This design comes from an exercise in tuning for small area and a short achievable clock period on the open sky130 flow, not from production work.
Where RTL was checked, it was by simulation tests only, not by an equivalence proof against the original.

## job 104
==> flow/design.v <==
module Val2gen (
    input         m,
    input         I,
    input  [31:0] Val_RM,
    input  [11:0] imm,
    input  [11:0] shift_operand,
    output [31:0] Val2
);
wire [4:0] n   = shift_operand[11:7];
wire [1:0] st  = shift_operand[6:5];
wire       sh  = ~(m | I);
wire       lsl = sh & (st == 2'b00);
wire       ror = sh & (st == 2'b11);
wire       asr = sh & (st == 2'b10);
wire       rm_lo = sh & ~lsl;           
wire [31:0] imx = {24'b0, imm[7:0]};
wire [30:0] hi;
wire [31:0] lo;
genvar i;
generate
    for (i = 0; i < 31; i = i + 1) begin : g_hi
        assign hi[i] = (ror & Val_RM[i]) | (asr & Val_RM[31]) | (lsl & Val_RM[i+1]) | (I & imx[i]);
    end
    for (i = 0; i < 32; i = i + 1) begin : g_lo
        if (i < 8)
            assign lo[i] = (rm_lo & Val_RM[i]) | (~sh & imm[i]);
        else if (i < 12)
            assign lo[i] = (rm_lo & Val_RM[i]) | (m & imm[i]);
        else if (i < 31)
            assign lo[i] = rm_lo & Val_RM[i];
        else
            assign lo[i] = (rm_lo & Val_RM[31]) | (lsl & Val_RM[0]);
    end
endgenerate
wire [4:0] k = m ? 5'd0 : I ? {imm[11:8], 1'b0} : lsl ? ~n : n;
wire [62:0] s0 = {hi, lo};
wire [46:0] s4 = k[4] ? s0[62:16] : s0[46:0];
wire [38:0] s3 = k[3] ? s4[46:8]  : s4[38:0];
wire [34:0] s2 = k[2] ? s3[38:4]  : s3[34:0];
wire [32:0] s1 = k[1] ? s2[34:2]  : s2[32:0];
assign Val2    = k[0] ? s1[32:1]  : s1[31:0];
endmodule
module ALU (input [3:0] ALU_Comnd,
            input [31:0] Val1, Val2,
            input C,
            output [31:0] ALU_out,
            output [3:0] SR);
wire [3:0] cmd = ALU_Comnd;
wire add   = cmd == 4'b0010;
wire adc   = cmd == 4'b0011;
wire sub   = cmd == 4'b0100;
wire sbc   = cmd == 4'b0101;
wire arith = add | adc | sub | sbc;
wire neg   = sub | sbc;
wire pos   = add | adc;
wire cin   = ((adc | sbc) & C) | sub;
reg [3:0] t;
always @(*) begin
    case (cmd)
    4'b0001: t = 4'b1010;            
    4'b1001: t = 4'b0101;            
    4'b0010, 4'b0011,
    4'b1000: t = 4'b0110;            
    4'b0100, 4'b0101: t = 4'b1001;   
    4'b0110: t = 4'b1000;            
    4'b0111: t = 4'b1110;            
    default: t = 4'b0000;
    endcase
end
wire [31:0] A = Val1, B = Val2;
wire [31:0] X, g, k;
genvar i;
generate
    for (i = 0; i < 32; i = i + 1) begin : g_bit
        assign X[i] = t[{A[i], B[i]}];
        assign g[i] = A[i] & ((B[i] & pos) | (~B[i] & neg));
        assign k[i] = (A[i] & arith) | (B[i] & pos) | (~B[i] & neg);
    end
endgenerate
wire [32:0] c;       
prefix_carry #(.N(32), .TYPE(1)) pc (.g(g), .k(k), .cin(cin), .c(c));
assign ALU_out = X ^ c[31:0];
wire [31:0] zb = ~(X ^ {k[30:0], cin});
wire Z1 = &zb;
wire N1 = ALU_out[31];
wire C1 = c[32] ^ neg;
wire V1 = arith & ~(A[31] ^ B[31] ^ neg) & (A[31] ^ c[31]);
assign SR = {Z1, C1, N1, V1};
endmodule
module prefix_carry #(parameter N = 32, parameter TYPE = 1) (
    input  [N-1:0] g, k,
    input          cin,
    output [N:0]   c
);
localparam L = 5;    
localparam S = 2*L;
wire [N*(S+1)-1:0] G, K;
genvar s, i;
generate
    for (i = 0; i < N; i = i + 1) begin : g_l0
        if (i == 0) begin : g_c
            assign G[0] = g[0] | (k[0] & cin);
            assign K[0] = 1'b0;
        end else begin : g_n
            assign G[i] = g[i];
            assign K[i] = k[i];
        end
    end
    for (s = 1; s <= S; s = s + 1) begin : g_st
        for (i = 0; i < N; i = i + 1) begin : g_b
            localparam integer J =
                (TYPE == 0) ? ((s <= L && i >= (1 << (s-1))) ? i - (1 << (s-1)) : -1) :
                (TYPE == 1) ? ((s <= L && ((i >> (s-1)) & 1)) ? ((i >> (s-1)) << (s-1)) - 1 : -1) :
                (TYPE == 2) ? ((s <= L) ? ((((i + 1) % (1 << s)) == 0) ? i - (1 << (s-1)) : -1)
                                        : ((s < S && ((i + 1) % (1 << (S-s))) == (1 << (S-s-1)) && i >= (1 << (S-s)))
                                              ? i - (1 << (S-s-1)) : -1)) :
                      ((s <= L) ? (((i % 2) == 1 && i >= (1 << (s-1))) ? i - (1 << (s-1)) : -1)
                            : ((s == L+1 && (i % 2) == 0 && i > 0) ? i - 1 : -1));
            if (J >= 0) begin : g_op
                assign G[s*N+i] = G[(s-1)*N+i] | (K[(s-1)*N+i] & G[(s-1)*N+J]);
                assign K[s*N+i] = K[(s-1)*N+i] & K[(s-1)*N+J];
            end else begin : g_pass
                assign G[s*N+i] = G[(s-1)*N+i];
                assign K[s*N+i] = K[(s-1)*N+i];
            end
        end
    end
endgenerate
assign c = {G[S*N +: N], cin};
endmodule
module EXE_stage(
                input [31:0] PC,
                input MEM_R_EN,
                input MEM_W_EN,
                input [3:0] EXE_CMD,
                input S,
                input I,
                input [31:0] Val_RN,
                input [31:0] Val_RM,
                input [11:0] imm,
                input [11:0] shift_operand,
                input signed [23:0] signed_immed_24,
                input [3:0] status,
                output wire [31:0] BranchAddr,
                output [3:0] status_out,
                output wire [31:0] ALU_out
                );
wire [31:0] Val2;
            Val2gen val2gen_instance (
                                      .m(MEM_R_EN|MEM_W_EN),
                                      .I(I),
                                      .Val_RM(Val_RM),
                                      .imm(imm),
                                      .shift_operand(shift_operand),
                                      .Val2(Val2)
                                     );
assign BranchAddr[1:0]  = PC[1:0];
assign BranchAddr[31:2] = PC[31:2] + {{6{signed_immed_24[23]}}, signed_immed_24};
            ALU alu_instance(
                             .ALU_Comnd(EXE_CMD),
                             .Val1(Val_RN),
                             .Val2(Val2),
                             .C(status[2]),
                             .ALU_out(ALU_out),
                             .SR(status_out)
                            );
endmodule
module arm_exe (
    input             clk,
    input             rst,
    input      [31:0] PC,
    input             MEM_R_EN,
    input             MEM_W_EN,
    input      [3:0]  EXE_CMD,
    input             I,
    input      [31:0] Val_RN,
    input      [31:0] Val_RM,
    input      [11:0] imm,
    input      [11:0] shift_operand,
    input      [23:0] signed_immed_24,
    input      [3:0]  status,
    output reg [31:0] BranchAddr,
    output reg [3:0]  status_out,
    output reg [31:0] ALU_out
);
wire [31:0] branch_w, alu_w;
wire [3:0]  status_w;
EXE_stage exe (
    .PC(PC), .MEM_R_EN(MEM_R_EN), .MEM_W_EN(MEM_W_EN), .EXE_CMD(EXE_CMD),
    .S(1'b0), .I(I), .Val_RN(Val_RN), .Val_RM(Val_RM), .imm(imm),
    .shift_operand(shift_operand), .signed_immed_24(signed_immed_24),
    .status(status), .BranchAddr(branch_w), .status_out(status_w),
    .ALU_out(alu_w)
);
always @(posedge clk or posedge rst) begin
    if (rst) begin
        BranchAddr <= 32'b0;
        status_out <= 4'b0;
        ALU_out    <= 32'b0;
    end else begin
        BranchAddr <= branch_w;
        status_out <= status_w;
        ALU_out    <= alu_w;
    end
end
endmodule
clock: 10.0 ns
lec_check: 0
abc_area: 1
cap_margin: 20
core_margin: 2
core_utilization: 40
cts_buf_list: sky130_fd_sc_hd__clkbuf_4 sky130_fd_sc_hd__clkbuf_8
place_density: 0.6
setup_slack_margin: 3
slew_margin: 20
standard.sh (not shown) runs the stock make flow with config.mk's settings and CLKGATE_MAP_FILE= SYNTH_SCRIPT=/design/flow/synth_recipe.tcl, a recipe that flattens the netlist after the stock synthesis.
==> flow/flow/run.sh <==
#!/bin/bash
# Own layout flow: the standard ORFS flow (standard.sh) with two changes:
#  - synthesis maps with the ABC script in flow/abc.script (an area-oriented
#    mapping; OpenROAD's repair steps buffer and size the netlist later),
#  - the port buffers that global placement inserts are buf_1 cells.
# Everything else (synthesis script, floorplan, power grid, tap cells,
# placement, CTS, routing) is the standard flow. Each tool's output goes
# to the ORFS logs under orfs/logs; make's own output to flow_make.log.
set -euo pipefail
W=$(pwd)
rm -rf "$W/own_scripts"
cp -r "$FLOW_HOME/scripts" "$W/own_scripts"
cp "$W/flow/abc.script" "$W/own_scripts/abc_area.script"
export SCRIPTS_DIR="$W/own_scripts"
export BUFFER_PORTS_ARGS="-buffer_cell sky130_fd_sc_hd__buf_1"
bash "$W/standard.sh" > "$W/flow_make.log" 2>&1
==> flow/flow/abc.script <==
strash
&get -n
&dch -f
&nf
&put
buffer -c
upsize -c
dnsize -c
The following lists how job 103 was set up differently from job 104:
--- a/flow/design.v
+++ b/flow/design.v
@@ -7,33 +7,36 @@
     output [31:0] Val2
 );
 wire [4:0] n   = shift_operand[11:7];
 wire [1:0] st  = shift_operand[6:5];
-wire       sh  = ~(m | I);
-wire       lsl = sh & (st == 2'b00);
-wire       ror = sh & (st == 2'b11);
-wire       asr = sh & (st == 2'b10);
-wire       rm_lo = sh & ~lsl;           
-wire [31:0] imx = {24'b0, imm[7:0]};
+wire       t_lsl = (st == 2'b00);
+wire       t_ror = (st == 2'b11);
+wire       t_asr = (st == 2'b10);
+wire       nm    = ~m;
+wire       sh    = nm & ~I;
 wire [30:0] hi;
 wire [31:0] lo;
 genvar i;
 generate
     for (i = 0; i < 31; i = i + 1) begin : g_hi
-        assign hi[i] = (ror & Val_RM[i]) | (asr & Val_RM[31]) | (lsl & Val_RM[i+1]) | (I & imx[i]);
+        wire rs = (t_ror & Val_RM[i]) | (t_asr & Val_RM[31]) | (t_lsl & Val_RM[i+1]);
+        if (i < 8)
+            assign hi[i] = I ? imm[i] : rs;
+        else
+            assign hi[i] = ~I & rs;
     end
     for (i = 0; i < 32; i = i + 1) begin : g_lo
         if (i < 8)
-            assign lo[i] = (rm_lo & Val_RM[i]) | (~sh & imm[i]);
+            assign lo[i] = sh ? (~t_lsl & Val_RM[i]) : imm[i];
         else if (i < 12)
-            assign lo[i] = (rm_lo & Val_RM[i]) | (m & imm[i]);
+            assign lo[i] = sh ? (~t_lsl & Val_RM[i]) : (m & imm[i]);
         else if (i < 31)
-            assign lo[i] = rm_lo & Val_RM[i];
+            assign lo[i] = sh & ~t_lsl & Val_RM[i];
         else
-            assign lo[i] = (rm_lo & Val_RM[31]) | (lsl & Val_RM[0]);
+            assign lo[i] = sh & (t_lsl ? Val_RM[0] : Val_RM[31]);
     end
 endgenerate
-wire [4:0] k = m ? 5'd0 : I ? {imm[11:8], 1'b0} : lsl ? ~n : n;
+wire [4:0] k = {5{nm}} & (I ? {imm[11:8], 1'b0} : (n ^ {5{t_lsl}}));
 wire [62:0] s0 = {hi, lo};
 wire [46:0] s4 = k[4] ? s0[62:16] : s0[46:0];
 wire [38:0] s3 = k[3] ? s4[46:8]  : s4[38:0];
 wire [34:0] s2 = k[2] ? s3[38:4]  : s3[34:0];
### Flow results
- Number of buffers and inverters on the critical path in job 103 vs job 104: up 1
- Job 103 vs. job 104: sequential portion of the cell area went down by 0.61 points.
- Side by side, fraction of synthesized area in multiplexers turned out lower in job 103 than in job 104.
- Comparing job 103 and job 104, the higher total die area was measured on job 103.
- From job 104 to job 103 the numbers moved as follows: achievable frequency lower; worst hold slack roughly the same.
- Design area delta for job 103 relative to job 104: 390 µm² higher
- Of the two candidates, job 104 has the better cell area after technology mapping and job 103 the worse one.
- [job 103] multi-input gate area in the final layout rose about 5.4% relative to job 104
- Utilization across job 103 and job 104: no real change.
- Job 103 ended up with more standard cells than job 104.
Function not checked in job 104: the RTL went through the layout flow alone.

-- re-timing with driven ports --
How much do the figures lean on ideal ports? The routed layouts below were timed once more, with nothing changed but the port constraints.
Step 1 (the two cells are an assumption about what drives the block):
set clk [get_ports {clk}]
set_driving_cell -lib_cell sky130_fd_sc_hd__clkbuf_16 $clk
set_driving_cell -lib_cell sky130_fd_sc_hd__buf_2 [delete_from_list [all_inputs] $clk]
Step 2 moves the port delays by t, midway between the first and last clock arrival at a register: inputs arrive t later, outputs are due t later. That takes back most of the time a late clock gives input paths.
Three values: ideal, step 1, step 2; two values: the first two.
run	t (ns)	slack for setup (ns)	hold WS [ns]	worst slew at a driven data input, ns	pins driven straight from the clock port
job 104	0.370	3.320 / 3.332 / 2.962	1.756 / 1.752 / 2.122	0.08	1
job 103	0.393	3.176 / 3.195 / 2.803	1.755 / 1.739 / 2.131	0.09	1
After both steps setup and hold are still met in every run listed. The setup slack of job 103, which loses most, moves by +0.019 ns with the drivers and by -0.373 ns with both steps.
